Background: an optimization exercise with open tools, aiming at small area, a short achievable clock period and few clock cycles. Do not read the settings as production practice.
The RTL was checked by simulation tests, not by an equivalence proof against the original design.
No activity file was given, so power comes from the tool's default toggle rates.

==> v12: inputs <==
## CHIP
module CHIP (	mem_read_D,
				mem_write_D,
				mem_addr_D,
				mem_rdata_D,
				mem_wdata_D,
				mem_ready_D,
				mem_read_I,
				mem_write_I,
				mem_addr_I,
				mem_rdata_I,
				mem_wdata_I,
				mem_ready_I,
				clk,
				rst_n,
				DCACHE_addr,
				DCACHE_wdata,
				DCACHE_wen
				);
clock: 12.0 ns
lec_check: 0
cap_margin: 20
core_margin: 2
core_utilization: 60
cts_buf_list: sky130_fd_sc_hd__clkbuf_16
cts_cluster_diameter: 80
cts_cluster_size: 20
slew_margin: 20
tns_end_percent: 20
standard.sh (not shown) runs the stock make flow with config.mk's settings and CLKGATE_MAP_FILE= SYNTH_SCRIPT=/design/flow/synth_recipe.tcl, a recipe that flattens the netlist after the stock synthesis.
==> flow/flow/run.sh <==
#!/bin/bash
# Layout flow: the standard ORFS flow (standard.sh, standard synthesis
# unchanged; config.mk's settings come in through config.mk), with three
# layout settings changed:
#  - timing repair aims for 8 ns of setup slack, so it keeps sizing and
#    buffering the critical paths well below the 12 ns clock period;
#  - cell sizing may swap cells of any footprint (the platform default only
#    allows swaps between cells of the same footprint);
#  - the port buffers are sky130_fd_sc_hd__buf_2 instead of delay buffers.
# make's full output goes to flow_make.log; every ORFS step also keeps its own
# log under orfs/logs/.
set -euo pipefail
cd "$(dirname "$0")/.."
bash standard.sh \
  SETUP_SLACK_MARGIN=8.0 \
  MATCH_CELL_FOOTPRINT=0 \
  "BUFFER_PORTS_ARGS=-buffer_cell sky130_fd_sc_hd__buf_2" \
  finish > flow_make.log 2>&1
==> v13 (differences from v12) <==
--- a/flow/design.v
+++ b/flow/design.v
@@ -35,10 +35,11 @@
 integer i, j;
 reg  [13:0] pc;
 reg         id_v;              
 reg  [31:0] id_ins;
 reg  [13:0] id_pc4;
+reg  [31:0] id_rs_oh, id_rt_oh;  
 reg         ex_wr, ex_ld, ex_st, ex_beq, ex_jr;
 reg         id_rp, ex_rp;      
 reg  [13:0] ras;               
 reg  [4:0]  ex_rd;
 reg  [31:0] ex_a;              
@@ -47,22 +48,27 @@
 reg         ex_s_add, ex_s_and, ex_s_or, ex_s_xor, ex_s_nor, ex_s_sll, ex_s_srl,
             ex_s_slt, ex_s_link;
 reg  [13:0] ex_pc4;
 reg  [13:0] ex_bt;             
 reg  [13:0] ex_im;             
+reg         ex_big;            
 reg         w_wr;
 reg  [4:0]  w_rd;
+reg  [31:0] w_we;              
 reg  [31:0] w_d;               
 reg  [13:2] w_addr;            
 reg  [31:0] w_sd;              
 reg         st_q;              
 reg  [31:0] rf [0:31];
 reg  [31:0] rf_ok;             
+reg  [31:0] rf_big;            
+wire        w_big = |w_d[31:5];
 wire        dstall;            
 wire        lu;                
 wire        redir;             
 reg  [127:0] ic_data [0:5];        
+reg  [7:0]  ic_pd [0:5];           
 reg  [8:0]  ic_tag [0:5];
 reg  [5:0]  ic_val;
 reg  [1:0]  ic_age [0:5];          
 reg         iq_v;                  
 reg  [9:0]  iq_line;
@@ -73,11 +79,12 @@
 reg  [5:0]  ih, inh;               
 reg  [5:0]  iv;                    
 reg  [5:0]  iv_q;                  
 reg  [5:0]  iv_old;
 reg  [31:0] if_ins;
-reg  [17:0] if_nx;                 
+reg  [11:0] if_nx;                 
+reg  [1:0]  if_pd, if_pdn;         
 always @(*) begin
 	for (i = 0; i < 6; i = i + 1) begin
 		ih[i] = ((i / 3) == pc_line[0]) & ic_val[i] & (ic_tag[i] == pc_line[9:1]);
 		inh[i] = ((i / 3) == nx_line[0]) & ic_val[i] & (ic_tag[i] == nx_line[9:1]);
 		iv_old[i] = ((i / 3) == iq_line[0]) & (ic_age[i] == 2'd2);
@@ -93,16 +100,21 @@
 		else if (~ic_val[1]) iv[1] = 1'b1;
 		else if (~ic_val[2]) iv[2] = 1'b1;
 		else iv[2:0] = iv_old[2:0];
 	end
 	if_ins = 32'd0;
-	if_nx = 18'd0;
+	if_nx = 12'd0;
+	if_pd = 2'd0;
+	if_pdn = 2'd0;
 	for (i = 0; i < 6; i = i + 1)
 		for (j = 0; j < 4; j = j + 1) begin
 			if_ins = if_ins | ({32{ih[i] & (pc[3:2] == j)}} & ic_data[i][32*j +: 32]);
 			if (j < 3)
-				if_nx = if_nx | ({18{ih[i] & (pc[3:2] == j)}} & {ic_data[i][32*j+63 -: 6], ic_data[i][32*j+43 -: 12]});
+				if_nx = if_nx | ({12{ih[i] & (pc[3:2] == j)}} & ic_data[i][32*j+43 -: 12]);
+			if_pd = if_pd | ({2{ih[i] & (pc[3:2] == j)}} & ic_pd[i][2*j +: 2]);
+			if (j < 3)
+				if_pdn = if_pdn | ({2{ih[i] & (pc[3:2] == j)}} & ic_pd[i][2*j+2 +: 2]);
 		end
 end
 wire        if_hit = |ih;
 wire        ic_nhit = |inh;
 wire        ib_fill = ib_busy & mem_ready_I;
@@ -124,10 +136,18 @@
 	for (i = 0; i < 6; i = i + 1)
 		if (iu[i])
 			iu_age = iu_age | ic_age[i];
 end
 wire        iu_set = i_acc_q ? ib_line[0] : pc_line[0];
+reg  [7:0]  pd_fill;
+integer pw;
+always @(*)
+	for (pw = 0; pw < 4; pw = pw + 1)
+		pd_fill[2*pw +: 2] = (mem_rdata_I[32*pw+26 +: 6] == 6'h02) ? 2'd1 :
+		                     (mem_rdata_I[32*pw+26 +: 6] == 6'h03) ? 2'd2 :
+		                     ((mem_rdata_I[32*pw+26 +: 6] == 6'h00) & (mem_rdata_I[32*pw +: 6] == 6'h08) &
+		                      (mem_rdata_I[32*pw+21 +: 5] == 5'd31)) ? 2'd3 : 2'd0;
 always @(posedge clk or negedge rst_n) begin
 	if (~rst_n) begin
 		ic_val <= 6'd0;
 		for (i = 0; i < 6; i = i + 1)
 			ic_age[i] <= i % 3;
@@ -160,12 +180,14 @@
 		iv_q <= iv;
 	end
 	for (i = 0; i < 6; i = i + 1) begin
 		if (i_acc & iv[i])
 			ic_tag[i] <= iq_line[9:1];
-		if (ib_busy & iv_q[i])
+		if (ib_busy & iv_q[i]) begin
 			ic_data[i] <= mem_rdata_I;
+			ic_pd[i] <= pd_fill;
+		end
 	end
 end
 localparam DN = 2;                 
 localparam DNB = 1;                
 localparam PF = 1;                 
@@ -340,14 +362,14 @@
 			dc_tag[i] <= f_line;
 end
 assign DCACHE_wen = st_q;
 assign DCACHE_addr = {18'd0, w_addr};
 assign DCACHE_wdata = w_sd;
-wire        if_j = (if_ins[31:26] == 6'h02) | (if_ins[31:26] == 6'h03);
-wire        if_fold = (pc[3:2] != 2'd3) & (if_nx[17:12] == 6'h02);
+wire        if_j = if_pd[0] ^ if_pd[1];
+wire        if_fold = (pc[3:2] != 2'd3) & (if_pdn == 2'd1);
 wire        if_link = (if_ins[31:26] == 6'h03) | ((if_ins[31:26] == 6'h00) & (if_ins[5:0] == 6'h09));
-wire        if_ret = (if_ins[31:26] == 6'h00) & (if_ins[5:0] == 6'h08) & (if_ins[25:21] == 5'd31);
+wire        if_ret = (if_pd == 2'd3);
 wire [13:0] pc4 = pc + 14'd4;
 wire [5:0]  op = id_ins[31:26];
 wire [4:0]  rs = id_ins[25:21];
 wire [4:0]  rt = id_ins[20:16];
 wire [4:0]  rd = id_ins[15:11];
@@ -374,12 +396,10 @@
 wire        f_link = is_jal | is_jalr;
 wire        id_sub = f_sub | f_slt;
 wire        f_add  = ~(f_sub | f_and | f_or | f_xor | f_nor | f_sll | f_srl | f_slt | f_link | is_lw);
 wire        byp_a = w_wr & (w_rd == rs);
 wire        byp_b = w_wr & (w_rd == rt);
-wire [31:0] id_rs_oh = 32'd1 << rs;
-wire [31:0] id_rt_oh = 32'd1 << rt;
 wire        ok_a = |(id_rs_oh & rf_ok);
 wire        ok_b = |(id_rt_oh & rf_ok);
 reg  [31:0] rf_ra, rf_rb;
 always @(*) begin
 	rf_ra = 32'd0;
@@ -393,11 +413,11 @@
 wire [31:0] rf_b = ({32{byp_b}} & w_d) | ({32{~byp_b & ok_b}} & rf_rb);
 wire        fwd_a = ex_wr & (ex_rd == rs);
 wire        fwd_b = ex_wr & (ex_rd == rt);
 wire        use_imm = ~is_r & ~is_sw & ~is_beq;
 wire [31:0] id_imm = {{16{id_ins[15]}}, id_ins[15:0]};
-assign      lu = 1'b0;
+assign      lu = id_v & (f_sll | f_srl) & fwd_b;
 wire [31:0] fa = ex_a;
 wire [31:0] fb = ex_b;
 wire [31:0] o2 = ex_b;
 wire [31:0] ad_b = o2 ^ {32{ex_sub}};
 reg  [31:0] ad_g, ad_p, ad_s;
@@ -411,11 +431,11 @@
 			ad_g[i] = ad_g[i] | (ad_p[i] & ad_g[i-lv]);
 			ad_p[i] = ad_p[i] & ad_p[i-lv];
 		end
 	ad_s = (fa ^ ad_b) ^ {ad_g[30:0], ex_sub};
 end
-wire        sh_big = |fb[31:5];
+wire        sh_big = ex_big;
 wire [31:0] sh_l = fa << fb[4:0];
 wire [31:0] sh_r = fa >> fb[4:0];
 wire [31:0] ex_res_c =
 	({32{ex_s_add}}  & ad_s) |
 	({32{ex_s_and}}  & (fa & o2)) |
@@ -438,10 +458,11 @@
 		id_v <= 1'b0;
 		ex_wr <= 1'b0; ex_ld <= 1'b0; ex_st <= 1'b0; ex_beq <= 1'b0; ex_jr <= 1'b0;
 		id_rp <= 1'b0; ex_rp <= 1'b0;
 		ras <= 14'd0;
 		w_wr <= 1'b0;
+		w_we <= 32'd0;
 		st_q <= 1'b0;
 		rf_ok <= 32'd0;
 	end else begin
 		if (redir) begin
 			pc <= ex_tgt;
@@ -467,18 +488,20 @@
 				ex_jr <= id_v & is_jr;
 				ex_rp <= id_rp;
 			end
 		end
 		w_wr <= ~dstall & ex_wr;
+		w_we <= {32{~dstall & ex_wr}} & (32'd1 << ex_rd);
 		st_q <= ~dstall & ex_st;
-		if (w_wr)
-			rf_ok[w_rd] <= 1'b1;
+		rf_ok <= rf_ok | w_we;
 	end
 end
 always @(posedge clk) begin
 	if (~id_hold & ~redir & if_hit) begin
 		id_ins <= if_ins;
+		id_rs_oh <= 32'd1 << if_ins[25:21];
+		id_rt_oh <= 32'd1 << if_ins[20:16];
 		id_pc4 <= if_ret ? ras : pc4;
 	end
 	if (~dstall) begin
 		ex_rd <= d_rd;
 		ex_a <= ({32{fwd_a}} & ex_res_c) | ({32{~fwd_a}} & rf_a);
@@ -494,14 +517,18 @@
 		ex_s_slt <= f_slt;
 		ex_s_link <= f_link;
 		ex_pc4 <= id_pc4;
 		ex_bt <= id_pc4 + {id_ins[11:0], 2'b00};
 		ex_im <= id_ins[13:0];
+		ex_big <= byp_b ? w_big : ok_b & |(id_rt_oh & rf_big);
 	end
 	w_rd <= ex_rd;
 	w_d <= ex_res;
 	w_addr <= m_sum[13:2];
 	w_sd <= ex_b;
-	if (w_wr)
-		rf[w_rd] <= w_d;
+	for (i = 0; i < 32; i = i + 1)
+		if (w_we[i]) begin
+			rf[i] <= w_d;
+			rf_big[i] <= w_big;
+		end
 end
 endmodule
==> flow/flow/run.sh (replaced) <==
#!/bin/bash
# Layout flow: the standard ORFS flow (standard.sh, standard synthesis
# unchanged; config.mk's settings come in through config.mk), with three
# layout settings changed:
#  - timing repair aims for 8.3 ns of setup slack, so it keeps sizing and
#    buffering the critical paths well below the 12 ns clock period;
#  - cell sizing may swap cells of any footprint (the platform default only
#    allows swaps between cells of the same footprint);
#  - the port buffers are sky130_fd_sc_hd__buf_2 instead of delay buffers.
# make's full output goes to flow_make.log; every ORFS step also keeps its own
# log under orfs/logs/.
set -euo pipefail
cd "$(dirname "$0")/.."
bash standard.sh \
  SETUP_SLACK_MARGIN=8.3 \
  MATCH_CELL_FOOTPRINT=0 \
  "BUFFER_PORTS_ARGS=-buffer_cell sky130_fd_sc_hd__buf_2" \
  finish > flow_make.log 2>&1
--- a/flow/config.mk
+++ b/flow/config.mk
@@ -7,9 +7,9 @@
 export LEC_CHECK = 0
 export CAP_MARGIN = 20
 export CORE_MARGIN = 2
 export CORE_UTILIZATION = 60
 export CTS_BUF_LIST = sky130_fd_sc_hd__clkbuf_16
-export CTS_CLUSTER_DIAMETER = 80
-export CTS_CLUSTER_SIZE = 20
+export CTS_CLUSTER_DIAMETER = 90
+export CTS_CLUSTER_SIZE = 24
 export SLEW_MARGIN = 20
 export TNS_END_PERCENT = 20
==> v33 (differences from v12) <==
--- a/flow/design.v
+++ b/flow/design.v
@@ -47,22 +47,26 @@
 reg         ex_s_add, ex_s_and, ex_s_or, ex_s_xor, ex_s_nor, ex_s_sll, ex_s_srl,
             ex_s_slt, ex_s_link;
 reg  [13:0] ex_pc4;
 reg  [13:0] ex_bt;             
 reg  [13:0] ex_im;             
+reg         ex_big;            
 reg         w_wr;
 reg  [4:0]  w_rd;
 reg  [31:0] w_d;               
 reg  [13:2] w_addr;            
 reg  [31:0] w_sd;              
 reg         st_q;              
 reg  [31:0] rf [0:31];
 reg  [31:0] rf_ok;             
+reg  [31:0] rf_big;            
+wire        w_big = |w_d[31:5];
 wire        dstall;            
 wire        lu;                
 wire        redir;             
 reg  [127:0] ic_data [0:5];        
+reg  [7:0]  ic_pd [0:5];           
 reg  [8:0]  ic_tag [0:5];
 reg  [5:0]  ic_val;
 reg  [1:0]  ic_age [0:5];          
 reg         iq_v;                  
 reg  [9:0]  iq_line;
@@ -73,11 +77,12 @@
 reg  [5:0]  ih, inh;               
 reg  [5:0]  iv;                    
 reg  [5:0]  iv_q;                  
 reg  [5:0]  iv_old;
 reg  [31:0] if_ins;
-reg  [17:0] if_nx;                 
+reg  [11:0] if_nx;                 
+reg  [1:0]  if_pd, if_pdn;         
 always @(*) begin
 	for (i = 0; i < 6; i = i + 1) begin
 		ih[i] = ((i / 3) == pc_line[0]) & ic_val[i] & (ic_tag[i] == pc_line[9:1]);
 		inh[i] = ((i / 3) == nx_line[0]) & ic_val[i] & (ic_tag[i] == nx_line[9:1]);
 		iv_old[i] = ((i / 3) == iq_line[0]) & (ic_age[i] == 2'd2);
@@ -93,16 +98,21 @@
 		else if (~ic_val[1]) iv[1] = 1'b1;
 		else if (~ic_val[2]) iv[2] = 1'b1;
 		else iv[2:0] = iv_old[2:0];
 	end
 	if_ins = 32'd0;
-	if_nx = 18'd0;
+	if_nx = 12'd0;
+	if_pd = 2'd0;
+	if_pdn = 2'd0;
 	for (i = 0; i < 6; i = i + 1)
 		for (j = 0; j < 4; j = j + 1) begin
 			if_ins = if_ins | ({32{ih[i] & (pc[3:2] == j)}} & ic_data[i][32*j +: 32]);
 			if (j < 3)
-				if_nx = if_nx | ({18{ih[i] & (pc[3:2] == j)}} & {ic_data[i][32*j+63 -: 6], ic_data[i][32*j+43 -: 12]});
+				if_nx = if_nx | ({12{ih[i] & (pc[3:2] == j)}} & ic_data[i][32*j+43 -: 12]);
+			if_pd = if_pd | ({2{ih[i] & (pc[3:2] == j)}} & ic_pd[i][2*j +: 2]);
+			if (j < 3)
+				if_pdn = if_pdn | ({2{ih[i] & (pc[3:2] == j)}} & ic_pd[i][2*j+2 +: 2]);
 		end
 end
 wire        if_hit = |ih;
 wire        ic_nhit = |inh;
 wire        ib_fill = ib_busy & mem_ready_I;
@@ -124,10 +134,18 @@
 	for (i = 0; i < 6; i = i + 1)
 		if (iu[i])
 			iu_age = iu_age | ic_age[i];
 end
 wire        iu_set = i_acc_q ? ib_line[0] : pc_line[0];
+reg  [7:0]  pd_fill;
+integer pw;
+always @(*)
+	for (pw = 0; pw < 4; pw = pw + 1)
+		pd_fill[2*pw +: 2] = (mem_rdata_I[32*pw+26 +: 6] == 6'h02) ? 2'd1 :
+		                     (mem_rdata_I[32*pw+26 +: 6] == 6'h03) ? 2'd2 :
+		                     ((mem_rdata_I[32*pw+26 +: 6] == 6'h00) & (mem_rdata_I[32*pw +: 6] == 6'h08) &
+		                      (mem_rdata_I[32*pw+21 +: 5] == 5'd31)) ? 2'd3 : 2'd0;
 always @(posedge clk or negedge rst_n) begin
 	if (~rst_n) begin
 		ic_val <= 6'd0;
 		for (i = 0; i < 6; i = i + 1)
 			ic_age[i] <= i % 3;
@@ -160,12 +178,14 @@
 		iv_q <= iv;
 	end
 	for (i = 0; i < 6; i = i + 1) begin
 		if (i_acc & iv[i])
 			ic_tag[i] <= iq_line[9:1];
-		if (ib_busy & iv_q[i])
+		if (ib_busy & iv_q[i]) begin
 			ic_data[i] <= mem_rdata_I;
+			ic_pd[i] <= pd_fill;
+		end
 	end
 end
 localparam DN = 2;                 
 localparam DNB = 1;                
 localparam PF = 1;                 
@@ -340,14 +360,14 @@
 			dc_tag[i] <= f_line;
 end
 assign DCACHE_wen = st_q;
 assign DCACHE_addr = {18'd0, w_addr};
 assign DCACHE_wdata = w_sd;
-wire        if_j = (if_ins[31:26] == 6'h02) | (if_ins[31:26] == 6'h03);
-wire        if_fold = (pc[3:2] != 2'd3) & (if_nx[17:12] == 6'h02);
+wire        if_j = if_pd[0] ^ if_pd[1];
+wire        if_fold = (pc[3:2] != 2'd3) & (if_pdn == 2'd1);
 wire        if_link = (if_ins[31:26] == 6'h03) | ((if_ins[31:26] == 6'h00) & (if_ins[5:0] == 6'h09));
-wire        if_ret = (if_ins[31:26] == 6'h00) & (if_ins[5:0] == 6'h08) & (if_ins[25:21] == 5'd31);
+wire        if_ret = (if_pd == 2'd3);
 wire [13:0] pc4 = pc + 14'd4;
 wire [5:0]  op = id_ins[31:26];
 wire [4:0]  rs = id_ins[25:21];
 wire [4:0]  rt = id_ins[20:16];
 wire [4:0]  rd = id_ins[15:11];
@@ -393,11 +413,11 @@
 wire [31:0] rf_b = ({32{byp_b}} & w_d) | ({32{~byp_b & ok_b}} & rf_rb);
 wire        fwd_a = ex_wr & (ex_rd == rs);
 wire        fwd_b = ex_wr & (ex_rd == rt);
 wire        use_imm = ~is_r & ~is_sw & ~is_beq;
 wire [31:0] id_imm = {{16{id_ins[15]}}, id_ins[15:0]};
-assign      lu = 1'b0;
+assign      lu = id_v & (f_sll | f_srl) & fwd_b;
 wire [31:0] fa = ex_a;
 wire [31:0] fb = ex_b;
 wire [31:0] o2 = ex_b;
 wire [31:0] ad_b = o2 ^ {32{ex_sub}};
 reg  [31:0] ad_g, ad_p, ad_s;
@@ -411,11 +431,11 @@
 			ad_g[i] = ad_g[i] | (ad_p[i] & ad_g[i-lv]);
 			ad_p[i] = ad_p[i] & ad_p[i-lv];
 		end
 	ad_s = (fa ^ ad_b) ^ {ad_g[30:0], ex_sub};
 end
-wire        sh_big = |fb[31:5];
+wire        sh_big = ex_big;
 wire [31:0] sh_l = fa << fb[4:0];
 wire [31:0] sh_r = fa >> fb[4:0];
 wire [31:0] ex_res_c =
 	({32{ex_s_add}}  & ad_s) |
 	({32{ex_s_and}}  & (fa & o2)) |
@@ -494,14 +514,17 @@
 		ex_s_slt <= f_slt;
 		ex_s_link <= f_link;
 		ex_pc4 <= id_pc4;
 		ex_bt <= id_pc4 + {id_ins[11:0], 2'b00};
 		ex_im <= id_ins[13:0];
+		ex_big <= byp_b ? w_big : ok_b & |(id_rt_oh & rf_big);
 	end
 	w_rd <= ex_rd;
 	w_d <= ex_res;
 	w_addr <= m_sum[13:2];
 	w_sd <= ex_b;
-	if (w_wr)
+	if (w_wr) begin
 		rf[w_rd] <= w_d;
+		rf_big[w_rd] <= w_big;
+	end
 end
 endmodule
==> flow/flow/run.sh (replaced) <==
#!/bin/bash
# Layout flow: the standard ORFS flow (standard.sh, standard synthesis
# unchanged; config.mk's settings come in through config.mk), with three
# layout settings changed:
#  - timing repair aims for 8.3 ns of setup slack, so it keeps sizing and
#    buffering the critical paths well below the 12 ns clock period;
#  - cell sizing may swap cells of any footprint (the platform default only
#    allows swaps between cells of the same footprint);
#  - the port buffers are sky130_fd_sc_hd__buf_2 instead of delay buffers.
# make's full output goes to flow_make.log; every ORFS step also keeps its own
# log under orfs/logs/.
set -euo pipefail
cd "$(dirname "$0")/.."
bash standard.sh \
  SETUP_SLACK_MARGIN=8.3 \
  MATCH_CELL_FOOTPRINT=0 \
  "BUFFER_PORTS_ARGS=-buffer_cell sky130_fd_sc_hd__buf_2" \
  finish > flow_make.log 2>&1
==> comparison table <==
Outcome: v12 complete, no violations; v13 complete, no violations; v33 complete, no violations
GR Util met2: v12 66.3%; v13 66.7%; v33 67.7%
Yosys warning count: v12 8; v13 10; v33 9
Die Y: v12 455 µm; v13 466 µm; v33 463 µm
Antenna fix cells: v12 27; v13 22; v33 12
Post-cts repair resize count: v12 322; v13 461; v33 386
Final weighted congestion of routability-driven global placement: v12 0.993; v13 0.986; v33 0.977
Global-route wire length before repair: v12 674 mm; v13 728 mm; v33 716 mm
Slew at the pin closest to its max-slew limit: v12 1.22 ns; v13 1.29 ns; v33 1.28 ns
Post-route setup slack: v12 7.65 ns; v13 7.99 ns; v33 8.00 ns
Seq pwr: v12 11.6 mW; v13 13.1 mW; v33 11.6 mW
Average footprint of a synthesized cell: v12 13.9 µm²; v13 13.8 µm²; v33 13.5 µm²
Largest net degree at the start of global routing: v12 87; v13 82; v33 75
1st-iter DRT viols: v12 21,500; v13 22,500; v33 22,400
Insertion delay to the later sink of the worst-skew pair: v12 0.90 ns; v13 0.87 ns; v33 0.90 ns
Post-synthesis cell area: v12 122,000 µm²; v13 128,000 µm²; v33 126,000 µm²
Register-to-Register Path Depth: v12 15; v13 13; v33 4
Flip-flop and latch count: v12 2,704; v13 2,881; v33 2,785
Post-DP HPWL: v12 279 mm; v13 301 mm; v33 288 mm
Number of iterations in the first detailed-routing pass: v12 17; v13 12; v33 8
Testbench counts of v12, summed over its fixed seeds: cycles 76,899.
Testbench counts of v13, summed over its fixed seeds: cycles 76,912.
Testbench counts of v33, summed over its fixed seeds: cycles 76,912.

[re-timing with driven ports]
In the flow no input, the clock included, has a driving cell. The finished layouts below were timed again as built, in two steps. Step 1 assumes that a clkbuf_16 drives the clock port and a buf_2 every other input. Step 2 moves the port delays by t, midway between the first and last clock arrival at a register: inputs arrive t later, outputs are due t later. That takes back most of the time a late clock gives input paths. Slacks: no drivers / after step 1 / after step 2; pairs: no drivers / after step 1.
run | t (ns) | slack for setup (ns) | worst setup path after step 2 | clock arrival spread, ns
v12 | 0.966 | 7.652 / 7.652 / 7.652 | register to register | 0.069 / 0.069
v13 | 0.934 | 7.987 / 7.937 / 7.466 | input to register | 0.083 / 0.082
v33 | 0.972 | 7.997 / 7.917 / 7.386 | input to register | 0.066 / 0.067
After both steps every run listed still meets setup and hold. For v33, which loses most, drivers alone change the setup slack by -0.080 ns; drivers and shift together by -0.611 ns.
